Source: an optimization exercise on an open RTL-to-GDS flow (aim: small area). Production flows keep margins and buffers that such runs may drop. For this run, only the layout was checked, not whether the RTL still works. The clock cells of this run come from the design's own scripts or RTL, not from TritonCTS. The clock input has no modelled driver; a real chip could not lean on it and would need a root buffer or a full tree. Power figures rest on the tool's default switching activity, not on a simulated workload.

$ cat config.mk
export PLATFORM = sky130hd
export DESIGN_NAME = axi4_adapter
export DESIGN_NICKNAME = axi4_adapter
export VERILOG_FILES = /design/flow/design.v
export SDC_FILE = /design/flow/constraint.sdc
export NUM_CORES = 4
export LEC_CHECK = 0
export CAP_MARGIN = 20
export CORE_MARGIN = 2
export CORE_UTILIZATION = 40
export SLEW_MARGIN = 20
$ cat constraint.sdc
create_clock -name core_clock -period 4.0 [get_ports {aclk}]
set_input_delay 0.8000 -clock core_clock [delete_from_list [all_inputs] [get_ports {aclk}]]
set_output_delay 0.8000 -clock core_clock [all_outputs]
set_load 0.01 [all_outputs]
$ cat design.v
`timescale 1ns/1ps
`timescale 1ns/1ps
module axi_addr (
  input  logic [11:0]   addr,
  input  logic          inc,
  input  logic          wrap,
  input  logic [1:0]    size,
  input  logic [3:1]    len,
  output logic [11:0]   next_addr
);
  logic [11:0] t;        
  logic [6:1]  m;        
  logic [12:0] c;
  logic        s0, s1, s2;
  assign s0 = ~size[1] & ~size[0];
  assign s1 = ~size[1] & size[0];
  assign s2 = size[1];
  assign t  = addr | {10'h000, size[1], size[1] | size[0]};
  assign m[1] = ~wrap | ~s0 | len[1];
  assign m[2] = ~wrap | s2 | (s1 & len[1]) | (s0 & len[2]);
  assign m[3] = ~wrap | (s2 & len[1]) | (s1 & len[2]) | (s0 & len[3]);
  assign m[4] = ~wrap | (s2 & len[2]) | (s1 & len[3]);
  assign m[5] = ~wrap | (s2 & len[3]);
  assign m[6] = ~wrap;
  always_comb begin : comb_carry
    c[0] = inc;
    for (int i = 1; i <= 12; i++) begin
      c[i] = c[i-1] & t[i-1] & ((i <= 6) ? m[i] : 1'b1);
    end
  end : comb_carry
  assign next_addr = t ^ c[11:0];
endmodule
`timescale 1ns/1ps
module axi4_adapter #(
  parameter integer                     AXI_ID_WIDTH = 1,
  parameter integer                     AXI_ADDR_WIDTH = 12,
  parameter integer                     AXI_DATA_WIDTH = 32,
  parameter bit                         ALIGN_ADDR = 1'b1,
  parameter bit                         EN_SEC_MODE = 1'b1,
  parameter bit                         NO_SEC_FAIL = 0,
  parameter bit                         DECOUPLE_W = 1,
  parameter integer                     AXI_BYTE_COUNT  = AXI_DATA_WIDTH / 8
)(
  input  logic                          aclk,
  input  logic                          aresetn,
  input  logic [AXI_ID_WIDTH-1:0]       awid,
  input  logic [AXI_ADDR_WIDTH-1:0]     awaddr,
  input  logic [7:0]                    awlen,
  input  logic [2:0]                    awsize,
  input  logic [1:0]                    awburst,
  /*verilator lint_off UNUSED*/
  input  logic                          awlock,
  input  logic [3:0]                    awcache,
  /*verilator lint_on UNUSED*/
  input  logic [2:0]                    awprot,
  /*verilator lint_off UNUSED*/
  input  logic [3:0]                    awqos,
  input  logic [3:0]                    awregion,
  /*verilator lint_on UNUSED*/
  input  logic                          awvalid,
  output logic                          awready,
  input  logic [AXI_DATA_WIDTH-1:0]     wdata,
  input  logic [AXI_BYTE_COUNT-1:0]     wstrb,
  input  logic                          wlast,
  input  logic                          wvalid,
  output logic                          wready,
  output logic [AXI_ID_WIDTH-1:0]       bid,
  output logic [1:0]                    bresp,
  output logic                          bvalid,
  input  logic                          bready,
  input  logic [AXI_ID_WIDTH-1:0]       arid,
  input  logic [AXI_ADDR_WIDTH-1:0]     araddr,
  input  logic [7:0]                    arlen,
  input  logic [2:0]                    arsize,
  input  logic [1:0]                    arburst,
  /*verilator lint_off UNUSED*/
  input  logic                          arlock,
  input  logic [3:0]                    arcache,
  /*verilator lint_on UNUSED*/
  input  logic [2:0]                    arprot,
  /*verilator lint_off UNUSED*/
  input  logic [3:0]                    arqos,
  input  logic [3:0]                    arregion,
  /*verilator lint_on UNUSED*/
  input  logic                          arvalid,
  output logic                          arready,
  output logic [AXI_ID_WIDTH-1:0]       rid,
  output logic [AXI_DATA_WIDTH-1:0]     rdata,
  output logic [1:0]                    rresp,
  output logic                          rlast,
  output logic                          rvalid,
  input  logic                          rready,
  output logic [AXI_ADDR_WIDTH-1:0]     rif_waddr,
  input  logic                          rif_wvalid,
  output logic                          rif_wr_req,
  output logic [AXI_BYTE_COUNT-1:0]     rif_wstrb,
  output logic [AXI_DATA_WIDTH-1:0]     rif_wdata,
  output logic [AXI_ADDR_WIDTH-1:0]     rif_raddr,
  input  logic                          rif_rvalid,
  output logic                          rif_rd_req,
  input  logic [AXI_DATA_WIDTH-1:0]     rif_rdata
);
  logic                         aw_full;
  logic [11:0]                  awb_addr;
  logic [3:0]                   awb_mode;
  logic                         awb_sec;
  logic                         awb_id;
  logic                         aw_pop_en;    
  logic [11:0]                  waddr;
  logic [3:0]                   aw_mode_q;
  logic [3:0]                   aw_mode;
  logic                         aw_wrap;
  logic [1:0]                   aw_size;
  logic                         aw_sec;
  logic                         i_bid;
  logic                         i_bvalid;
  logic                         wr_err;
  logic                         w_hs;
  logic                         w_last_hs;
  logic                         b_free;
  logic                         aw_pop;
  logic                         aw_take;
  logic                         aw_load;
  logic [11:0]                  next_waddr;
  assign awready   = ~aw_full;
  assign w_hs      = wvalid & wready;
  assign w_last_hs = w_hs & wlast;
  assign b_free    = ~bvalid | bready;
  assign aw_pop    = aw_pop_en | (w_last_hs & b_free);
  assign aw_take   = aw_pop & aw_full;
  always_ff @(posedge aclk) begin : ff_aw_full
    if (!aresetn) begin
      aw_full <= 1'b0;
    end
    else if (aw_full) begin
      aw_full <= ~aw_pop;
    end
    else begin
      aw_full <= awvalid;
    end
  end : ff_aw_full
  logic aw_push;
  assign aw_push = awvalid & ~aw_full;
  always_ff @(posedge aclk) begin : ff_awb
    if (aw_push) begin
      awb_addr <= awaddr;
      awb_mode <= aw_mode;
      awb_sec  <= awprot[1];
      awb_id   <= awid;
    end
  end : ff_awb
  always_ff @(posedge aclk) begin : ff_aw_pop_en
    if (!aresetn) begin
      aw_pop_en <= 1'b1;
    end
    else if (aw_take) begin
      aw_pop_en <= 1'b0;
    end
    else if (w_hs) begin
      aw_pop_en <= wlast & b_free;
    end
    else if (aw_full) begin
      aw_pop_en <= ~(wready | (i_bvalid & ~bready));
    end
  end : ff_aw_pop_en
  always_ff @(posedge aclk) begin : ff_wready
    if (!aresetn) begin
      wready <= 1'b0;
    end
    else if (aw_take) begin
      wready <= 1'b1;
    end
    else if (w_last_hs) begin
      wready <= 1'b0;
    end
  end : ff_wready
  logic aw_keep;
  assign aw_load = ~wready | w_last_hs;
  assign aw_keep = wready & ~(wvalid & wlast);
  always_ff @(posedge aclk) begin : ff_aw_q
    aw_mode_q <= (aw_mode_q & {4{aw_keep}}) | (awb_mode & {4{aw_load}});
    aw_sec    <= (aw_sec & aw_keep) | (awb_sec & aw_load);
  end : ff_aw_q
  assign aw_mode[3:2] = awburst[1] ? awsize[1:0] : 2'b11;
  assign aw_mode[1:0] = awburst[1] ? {awlen[2], awlen[3] | (awlen[1] & ~awlen[2])} :
                        awburst[0] ? awsize[1:0] : 2'b11;
  assign aw_wrap = ~(aw_mode_q[3] & aw_mode_q[2]);
  assign aw_size = aw_wrap ? aw_mode_q[3:2] : aw_mode_q[1:0];
  axi_addr u_axi_waddr (
    .addr       (waddr),
    .inc        (wvalid & ~(&aw_mode_q)),
    .wrap       (aw_wrap),
    .size       (aw_size),
    .len        ({aw_mode_q[1] & aw_mode_q[0], aw_mode_q[1], aw_mode_q[1] | aw_mode_q[0]}),
    .next_addr  (next_waddr)
  );
  always_ff @(posedge aclk) begin : ff_waddr
    waddr <= aw_load ? awb_addr : next_waddr;
  end : ff_waddr
  assign rif_wr_req = aw_sec & w_hs;
  assign rif_waddr  = {waddr[11:2], 2'b00};
  assign rif_wdata  = wdata;
  assign rif_wstrb  = wstrb;
  assign bresp = {wr_err, 1'b0};
  always_ff @(posedge aclk) begin : ff_wr_err
    if (!aresetn) begin
      wr_err <= 1'b0;
    end
    else if (w_hs) begin
      wr_err <= wr_err | ~aw_sec | ~rif_wvalid;
    end
    else if (bready) begin
      wr_err <= 1'b0;
    end
  end : ff_wr_err
  always_ff @(posedge aclk) begin : ff_i_bvalid
    if (!aresetn) begin
      i_bvalid <= 1'b0;
    end
    else if (w_last_hs && bvalid && !bready) begin
      i_bvalid <= 1'b1;
    end
    else if (bready) begin
      i_bvalid <= 1'b0;
    end
  end : ff_i_bvalid
  always_ff @(posedge aclk) begin : ff_bvalid
    if (!aresetn) begin
      bvalid <= 1'b0;
    end
    else if (w_last_hs) begin
      bvalid <= 1'b1;
    end
    else if (bready) begin
      bvalid <= i_bvalid;
    end
  end : ff_bvalid
  always_ff @(posedge aclk) begin : ff_bid
    if (aw_pop) begin
      i_bid <= awb_id;
    end
    if (b_free) begin
      bid <= i_bid;
    end
  end : ff_bid
  logic                         rd_req;
  logic                         ar_hs;
  logic                         ar_sec;
  logic                         ar_sec_q;
  logic [11:0]                  raddr;
  logic [11:0]                  i_raddr;
  logic [11:0]                  next_raddr;
  logic [3:0]                   ar_mode;
  logic [3:0]                   ar_mode_q;
  logic [3:0]                   i_rmode;
  logic                         ar_wrap;
  logic [1:0]                   ar_size;
  logic                         i_rid;
  logic                         rd_err;
  logic                         en_r_cnt_4_0;
  logic                         en_r_cnt_8_5;
  logic [3:0]                   r_cnt_8_5;
  logic                         rlast_d;
  assign ar_hs  = arvalid & arready;
  assign rd_req = (arvalid | ~arready) & ~(rvalid & ~rready);
  always_ff @(posedge aclk) begin : ff_arready
    if (!aresetn) begin
      arready <= 1'b1;
    end
    else if (ar_hs) begin
      arready <= (arlen == 8'd0) & rd_req;
    end
    else if (rready && rvalid && !arready) begin
      arready <= ~(|r_cnt_8_5) & (r_lo_zero | ~(|r_lm1[4:1]));    
    end
  end : ff_arready
  logic [4:0] r_lm1;
  logic       r_lo_zero;      
  logic       r_ext;
  logic [4:0] r_ld_lo;
  logic [3:0] r_ld_hi;
  logic [4:0] r_dec_lo;
  logic [3:0] r_dec_hi;
  logic [5:0] r_cy;
  logic [5:0] r_bw;
  logic [4:0] r_cy_hi;
  logic [4:0] r_bw_hi;
  logic       r_c5;
  assign r_ext     = rvalid & ~rready;
  assign r_lo_zero = &r_lm1;
  assign r_c5      = &arlen[4:1] & (arlen[0] | r_ext);
  always_comb begin : comb_r_cnt_arith
    r_cy[0] = r_ext;
    r_bw[0] = 1'b1;
    for (int i = 0; i < 5; i++) begin
      r_ld_lo[i]  = arlen[i] ^ r_cy[i];
      r_cy[i+1]   = arlen[i] & r_cy[i];
      r_dec_lo[i] = r_lm1[i] ^ r_bw[i];
      r_bw[i+1]   = r_bw[i] & ~r_lm1[i];
    end
    r_cy_hi[0] = r_c5;
    r_bw_hi[0] = 1'b1;
    for (int i = 0; i < 4; i++) begin
      r_ld_hi[i]    = ((i < 3) ? arlen[i+5] : 1'b0) ^ r_cy_hi[i];
      r_cy_hi[i+1]  = ((i < 3) ? arlen[i+5] : 1'b0) & r_cy_hi[i];
      r_dec_hi[i]   = r_cnt_8_5[i] ^ r_bw_hi[i];
      r_bw_hi[i+1]  = r_bw_hi[i] & ~r_cnt_8_5[i];
    end
  end : comb_r_cnt_arith
  assign en_r_cnt_4_0 = ar_hs | (rready & rvalid);
  assign en_r_cnt_8_5 = en_r_cnt_4_0 & r_lo_zero;
  always_ff @(posedge aclk) begin : ff_r_cnt
    if (!aresetn) begin
      r_lm1     <= 5'h1f;
      r_cnt_8_5 <= '0;
    end
    else begin
      if (en_r_cnt_4_0) begin
        r_lm1 <= ar_hs ? r_ld_lo : r_dec_lo;
      end
      if (en_r_cnt_8_5) begin
        r_cnt_8_5 <= ar_hs ? r_ld_hi : r_dec_hi;
      end
    end
  end : ff_r_cnt
  assign i_raddr  = arready ? araddr : raddr;
  assign ar_mode[3:2] = arburst[1] ? arsize[1:0] : 2'b11;
  assign ar_mode[1:0] = arburst[1] ? {arlen[2], arlen[3] | (arlen[1] & ~arlen[2])} :
                        arburst[0] ? arsize[1:0] : 2'b11;
  assign i_rmode  = arready ? ar_mode : ar_mode_q;
  assign ar_wrap  = ~(i_rmode[3] & i_rmode[2]);
  assign ar_size  = ar_wrap ? i_rmode[3:2] : i_rmode[1:0];
  assign ar_sec   = arready ? arprot[1] : ar_sec_q;
  axi_addr u_axi_raddr (
    .addr       (i_raddr),
    .inc        (rd_req & ~(&i_rmode)),
    .wrap       (ar_wrap),
    .size       (ar_size),
    .len        ({i_rmode[1] & i_rmode[0], i_rmode[1], i_rmode[1] | i_rmode[0]}),
    .next_addr  (next_raddr)
  );
  always_ff @(posedge aclk) begin : ff_raddr
    raddr      <= next_raddr;
    ar_mode_q  <= i_rmode;
    ar_sec_q   <= ar_sec;
  end : ff_raddr
  always_ff @(posedge aclk) begin : ff_rid
    if (arready) begin
      i_rid <= arid;
    end
    if (!arvalid || arready) begin
      rid <= ar_hs ? arid : i_rid;
    end
  end : ff_rid
  always_ff @(posedge aclk) begin : ff_rvalid
    if (!aresetn) begin
      rvalid <= 1'b0;
    end
    else begin
      rvalid <= rd_req | (rvalid & ~rready);
    end
  end : ff_rvalid
  always_ff @(posedge aclk) begin : ff_rdata
    rdata <= (rdata & {32{~rd_req}}) | (rif_rdata & {32{rd_req & ar_sec}});
    rd_err <= rd_req & (~ar_sec | ~rif_rvalid);
  end : ff_rdata
  assign rresp = {rd_err, 1'b0};
  always_comb begin : comb_rlast
    rlast_d = rlast;
    if (!rvalid || rready) begin
      if (ar_hs) begin
        rlast_d = (arlen == 8'd0);
      end
      else if (rvalid) begin
        rlast_d = ~(|r_cnt_8_5) & (r_lm1 == 5'd1);    
      end
      else begin
        rlast_d = ~(|r_cnt_8_5) & (r_lm1 == 5'd0);    
      end
    end
  end : comb_rlast
  always_ff @(posedge aclk) begin : ff_rlast
    rlast <= rlast_d;
  end : ff_rlast
  assign rif_rd_req = ar_sec & rd_req;
  assign rif_raddr  = {i_raddr[11:2], 2'b00};
endmodule
$ cat flow/run.sh
#!/bin/bash
# The standard ORFS layout (standard.sh) with:
#  - an area-oriented ABC script for the combinational mapping (flow/my_synth.tcl),
#    and no extraction of half/full adder cells (ADDER_MAP_FILE empty), which
#    leaves the hand-written carry chains to ABC,
#  - 1x buffers on the ports,
#  - a clock tree made by hand: the clock port drives four clock buffers, each
#    driving one quarter of the flip-flops (flow/cts_manual.tcl).
# Each tool's output is logged in this folder.
set -euo pipefail
here=$(pwd)
orig=$(grep -o 'SYNTH_SCRIPT=[^ ]*' standard.sh | head -1 | cut -d= -f2-)
export ORIG_SYNTH_SCRIPT="$orig"
export MY_ABC_SCRIPT="$here/flow/abc_area.script"
sed "s#SYNTH_SCRIPT=[^ ]*#SYNTH_SCRIPT=$here/flow/my_synth.tcl#" standard.sh > my_standard.sh
export ADDER_MAP_FILE=
export BUFFER_PORTS_ARGS="-buffer_cell sky130_fd_sc_hd__buf_1"
export PRE_CTS_TCL="$here/flow/cts_manual.tcl"
export MANUAL_CTS_BUF=sky130_fd_sc_hd__clkbuf_16
export MANUAL_CTS_N=4
bash my_standard.sh > standard.log 2>&1
$ cat flow/abc_area.script
&get -n
&st
&deepsyn -T 60
&st
&dch
&nf -R 1000 -p
&st
&syn2
&if -g -K 6
&synch2
&nf -R 1000 -p
&put
topo
$ cat flow/cts_manual.tcl
# Clock tree made by hand: the clock port drives a few clock buffers, each of
# which drives one cluster of flip-flops. Sourced before ORFS's CTS step; it
# replaces clock_tree_synthesis for that step.
proc manual_cts { buf_master nclusters } {
  set block [ord::get_db_block]
  set master [[ord::get_db] findMaster $buf_master]
  set clk_net [$block findNet aclk]
  set sinks {}
  foreach it [$clk_net getITerms] {
    set loc [[$it getInst] getLocation]
    lappend sinks [list [lindex $loc 0] [lindex $loc 1] $it]
  }
  # split into balanced clusters: halves by x, then each half by y
  set groups [list $sinks]
  set axis 0
  while { [llength $groups] < $nclusters } {
    set next {}
    foreach g $groups {
      set s [lsort -integer -index $axis $g]
      set h [expr {[llength $s] / 2}]
      lappend next [lrange $s 0 [expr {$h - 1}]] [lrange $s $h end]
    }
    set groups $next
    set axis [expr {1 - $axis}]
  }
  set i 0
  foreach g $groups {
    set sx 0; set sy 0
    foreach s $g { incr sx [lindex $s 0]; incr sy [lindex $s 1] }
    set n [llength $g]
    set inst [odb::dbInst_create $block $master "clkbuf_m_$i"]
    set net [odb::dbNet_create $block "clknet_m_$i"]
    $net setSigType CLOCK
    foreach s $g {
      set it [lindex $s 2]
      $it disconnect
      $it connect $net
    }
    [$inst findITerm A] connect $clk_net
    [$inst findITerm X] connect $net
    $inst setLocation [expr {$sx / $n}] [expr {$sy / $n}]
    $inst setPlacementStatus PLACED
    puts "manual_cts: $buf_master clkbuf_m_$i drives $n sinks"
    incr i
  }
}

rename clock_tree_synthesis orfs_clock_tree_synthesis
proc clock_tree_synthesis { args } {
  manual_cts $::env(MANUAL_CTS_BUF) $::env(MANUAL_CTS_N)
  set_propagated_clock [all_clocks]
}
$ cat flow/my_synth.tcl
# The standard flow's synthesis script (ORIG_SYNTH_SCRIPT) with its final ABC mapping run
# on flow/abc_area.script (area-oriented) instead of ORFS's speed script.
# Only the combinational mapping changes; the registers are the same.
proc abc { args } {
  set i [lsearch -exact $args -script]
  if { $i >= 0 } {
    set args [lreplace $args [expr {$i + 1}] [expr {$i + 1}] $::env(MY_ABC_SCRIPT)]
  }
  yosys abc {*}$args
}
source $::env(ORIG_SYNTH_SCRIPT)
$ cat standard.sh
#!/bin/bash
# synth_recipe.tcl (not shown) runs the flow's synth.tcl, then flattens the netlist and writes it again
# the make line also repeats each setting of config.mk as NAME=value (left out here)
make -C /OpenROAD-flow-scripts/flow DESIGN_CONFIG=/design/flow/config.mk WORK_HOME=/design/flow/orfs CLKGATE_MAP_FILE= SYNTH_SCRIPT=/design/flow/synth_recipe.tcl "${@:-finish}"
==> notes.md <==
==> critical path, delay by kind of cell <==
kind	cells	cell delay, ns
AND/OR/NAND/NOR	8	1.28
XOR/XNOR	1	0.12
AO/OA/AOI/OAI	2	0.56
buffers and inverters	3	0.54
==> final timing paths <==
check | endpoint | slack [ns]
worst min register to register | bid | 0.44
worst max register to register | raddr[11] | 1.03
worst max-delay path | raddr[11] | 0.75
worst min-delay path | bid | 0.44
==> cell families (layout without fill, tap and decap cells) <==
group	count (synthesis)	after routing	share of synthesized area [%]
buffers and inverters	69	177	9.770
muxes	19	19	4.369
adders and majority gates	1	1	0.2118
DFF	107	107	50.20
xor gates and xnor gates	34	34	6.301
other	1	6	0.07935
AOI/OAI and AO/OA	112	112	15.99
and+or+nand+nor	128	128	13.08
==> cell type report <==
class,count,area [um^2]
Buffer,4,100.1
Fill cell,1124,6231
Inverter,15,56.30
Multi-Input combinational cell,300,1913
Sequential cell,107,2372
Tap cell,143,178.9
Timing Repair Buffer,158,615.6
==> cells in the final DEF, fill, tap and decap left out, types with 3 or more instances in the layout <==
cell | Yosys | final
sky130_fd_sc_hd__buf_1 | 0 | 152
sky130_fd_sc_hd__dfxtp_1 | 84 | 84
sky130_fd_sc_hd__nor2_1 | 37 | 37
sky130_fd_sc_hd__a21oi_1 | 35 | 35
sky130_fd_sc_hd__a22o_1 | 32 | 32
sky130_fd_sc_hd__nand2_1 | 31 | 31
sky130_fd_sc_hd__edfxtp_1 | 23 | 23
sky130_fd_sc_hd__xor2_1 | 18 | 18
sky130_fd_sc_hd__xnor2_1 | 16 | 16
sky130_fd_sc_hd__clkinv_1 | 15 | 15
sky130_fd_sc_hd__nand3_1 | 14 | 14
sky130_fd_sc_hd__o21ai_0 | 14 | 14
sky130_fd_sc_hd__mux2_1 | 13 | 13
sky130_fd_sc_hd__nand2b_1 | 8 | 8
sky130_fd_sc_hd__mux2i_1 | 6 | 6
sky130_fd_sc_hd__nor2b_1 | 7 | 6
sky130_fd_sc_hd__and3_1 | 6 | 6
sky130_fd_sc_hd__conb_1 | 1 | 6
sky130_fd_sc_hd__buf_4 | 54 | 6
sky130_fd_sc_hd__a31oi_1 | 5 | 5
sky130_fd_sc_hd__nor3_1 | 5 | 5
sky130_fd_sc_hd__nor4_1 | 5 | 5
sky130_fd_sc_hd__nand4_1 | 5 | 5
sky130_fd_sc_hd__o22ai_1 | 4 | 4
sky130_fd_sc_hd__clkbuf_16 | 0 | 4
sky130_fd_sc_hd__o21a_1 | 3 | 3
sky130_fd_sc_hd__o31ai_1 | 3 | 3
sky130_fd_sc_hd__a22oi_1 | 3 | 3
==> flip-flops by register name (all words and copies together), names as in the netlist, 4 cells and up <==
name	flops
r_lm1	5
raddr	12
r_cnt_8_5	4
aw_mode_q	4
awb_mode	4
waddr	12
rdata	32
awb_addr	12
ar_mode_q	4
==> power breakdown <==
| group | internal (mW) | leakage (nW) | switching, mW |
|---|---|---|---|
| logic | 0.198 | 0.931 | 0.275 |
| registers | 1.24 | 0.924 | 0.0768 |
| clock network | 0.185 | 0.0493 | 0.269 |
| total | 1.62 | 1.90 | 0.621 |
==> cell usage after synthesis, types with 13 or more instances <==
cell type                  number
sky130_fd_sc_hd__buf_4         54
sky130_fd_sc_hd__xnor2_1       16
sky130_fd_sc_hd__nand3_1       14
sky130_fd_sc_hd__edfxtp_1      23
sky130_fd_sc_hd__a22o_1        32
sky130_fd_sc_hd__nor2_1        37
sky130_fd_sc_hd__nand2_1       31
sky130_fd_sc_hd__dfxtp_1       84
sky130_fd_sc_hd__mux2_1        13
sky130_fd_sc_hd__a21oi_1       35
sky130_fd_sc_hd__clkinv_1      15
sky130_fd_sc_hd__xor2_1        18
sky130_fd_sc_hd__o21ai_0       14
==> per-layer routing <==
| metal | track usage [%] | routed length (um) |
|---|---|---|
| met3 | 3.589 | 746 |
| met2 | 26.87 | 4863 |
| met5 | 0 | 0 |
| met1 | 18.45 | 4276 |
| met4 | 1.463 | 98 |
==> per-stage QoR <==
step	cell area, um^2	total power, mW	cells	util (%)	hold slack, ns
detailed placement	5136	1.816	723	44.79	0.4072
global placement	5136	1.802	723	44.79	0.4124
CTS	5236	2.269	727	45.66	0.4438
finish	5236	2.242	727	45.66	0.4384
floorplan	4745	1.693	476	-	0.4003
global route	5236	2.375	727	45.66	0.4489
==> summary.txt <==
Logic synthesis
  – Number of enable flip-flop cells after synthesis: 23
  – Post-synthesis cell type count: 42
  – Post-Syn Instances: about 470
  – Share of synthesized registers carrying an async set or reset: 0%
  – Syn. warnings: 2
  – Part of the Yosys area used for sequential elements: between 50% and 60%
  – Post-synthesis average cell area: roughly 10 um^2
  – Cell type with the highest aggregate area in the netlist: sky130_fd_sc_hd__dfxtp_1
  – Most used DFF post-synth: sky130_fd_sc_hd__dfxtp_1
  – #FFs+latches synth: approximately 110
  – Area share of the leading cell type in the synthesized netlist: a little over a third
  – Post-Syn Area: roughly 4700 um^2
  – Top cells by area, synth: sky130_fd_sc_hd__dfxtp_1, sky130_fd_sc_hd__edfxtp_1, sky130_fd_sc_hd__buf_4

Setup path
  – CP Data Arrival Time: around 3.3 ns
  – Cell repeated most along the worst path: sky130_fd_sc_hd__nand2_1
  – Category of the critical setup timing path: input port to flop
  – Endpoint class of the critical path: flop
  – Worst R2R Path Depth: 13
  – CP startpoint kind: input port
  – CP Launch Point: arburst[1]
  – Max FO, Critical Path: 7
  – Data required, critical path: approximately 4 ns
  – Cell chain of the critical path: buf_1 > nand2_1 > o22ai_1 > clkinv_1 > buf_4 > and3_1 > nor2_1 > o21ai_0 > nand2b_1 > and4b_1 > nand2_1 > nor2_1 > nand2_1 > xnor2_1
  – Largest stage delay, worst path: between 0.4 and 0.5 ns
  – Worst flop-to-flop path startpoint: arready
  – Cell type of the slowest stage on the worst timing path: sky130_fd_sc_hd__o22ai_1

Clock tree
  – Post-cts resize count: 0
  – Hold-fix buffers, CTS: 0
  – Clock slew at the register clock pins of the worst setup and hold paths: about 0.10 ns
  – Worst-Skew Late Latency: ~0.17 ns
  – Post-CTS setup-driven buffer insertion count: 0

Placed design
  – Placed wire-length estimate after detailed placement: between 7000 and 8000 um
  – Gp weighted congestion: 0.7881
  – Count of input and output buffers: approximately 150
  – Place WS: 0.5618 ns

Global routing
  – Via count of the first global-routing pass: 3515
  – Maximum number of pins on one net before global-route repair: 37
  – Global route overflow: 0
  – Wire length of the first global-routing pass: 16230 um
  – Gr usage total: about 15%
  – Antenna violations before repair: 0

Pwr
  – Power Density: 428.2 nW/um^2
  – Peak supply drop: around 310 uV
  – Leakage power: 1.905 nW

Floorplanning
  – Area of the die: around 13000 um^2
  – Initial Utilization: ~41%
  – Placeable core region: roughly 11000 um^2
  – Number of rows in the core area: 39
  – Floorplan die width: 112.7 um
  – Top-level I/O count: between 200 and 300
  – Die height: ~110 um

STA
  – Worst clock skew on the final layout: between 0.007 and 0.008 ns
  – Min Clock Period, post-route: approximately 3.3 ns
  – Final Hold Violating Endpoints: 0
  – Relative slew slack: about 35%
  – Unrepaired setup endpoints after global routing: false
  – Setup-violating endpoint count in the final report: 0
  – Slack of the critical path: approximately 0.75 ns
  – Final-report max-slew violation count: 0
  – Highest Clock Rate: between 0.3 and 0.4 GHz
  – Accumulated negative setup slack: 0 ns
  – Post-route clock period utilization: between 80% and 90%
  – Worst Tran Pin Value: 0.9649 ns

Final layout
  – Final net count: 748
  – Area growth from synthesis to layout: 10.80%
  – Fraction of final layout cells with drive strength greater than 1: 1.884%
  – Antenna diode count: 0

Route
  – Length of the first detailed-routing pass in iterations: 4
  – Number of design rule violations left after detail routing: 0
  – Average routed wire per standard cell: 13.73 um
  – Overall via count from detail_route: roughly 3700
  – Number of DRC markers in iteration 0: approximately 160
  – Remaining antenna violation count after routing: 0
  – Via-per-instance ratio: around 5.0
  – Total wirelength of the detailed-routed design: between 9000 and 10000 um

Min path
  – Hold path cells: 0
  – Worst Hold Launch: i_bid
  – Class of the most critical hold timing path: flop to flop

Flow run
  – Total of max-cap violations: 0

Status
  – Status: complete, no violations

## afterwards: timing with drivers on the ports
How much do the figures lean on ideal ports? The routed layout below was timed once more, with nothing changed but the port constraints. Step 1 sets driving cells, clkbuf_16 on the clock port and buf_2 on the other inputs (assumed; they add their load-dependent delay and slew). Step 2 times the ports against the registers' clock, not the clock port: input delays grow and output delays shrink by t, the midpoint of the rising clock arrivals with the driver on. Slacks: ideal / step 1 / step 2; pairs: ideal / step 1.
t, ns: 0.244
setup WS [ns]: 0.748 / 0.810 / 0.565
worst setup path after step 2: input to register
slew at the worst register clock pin (ns): 0.10 / 0.10
After both steps this run still meets setup and hold. The setup slack of this run moves by +0.062 ns with the drivers and by -0.183 ns with both steps.
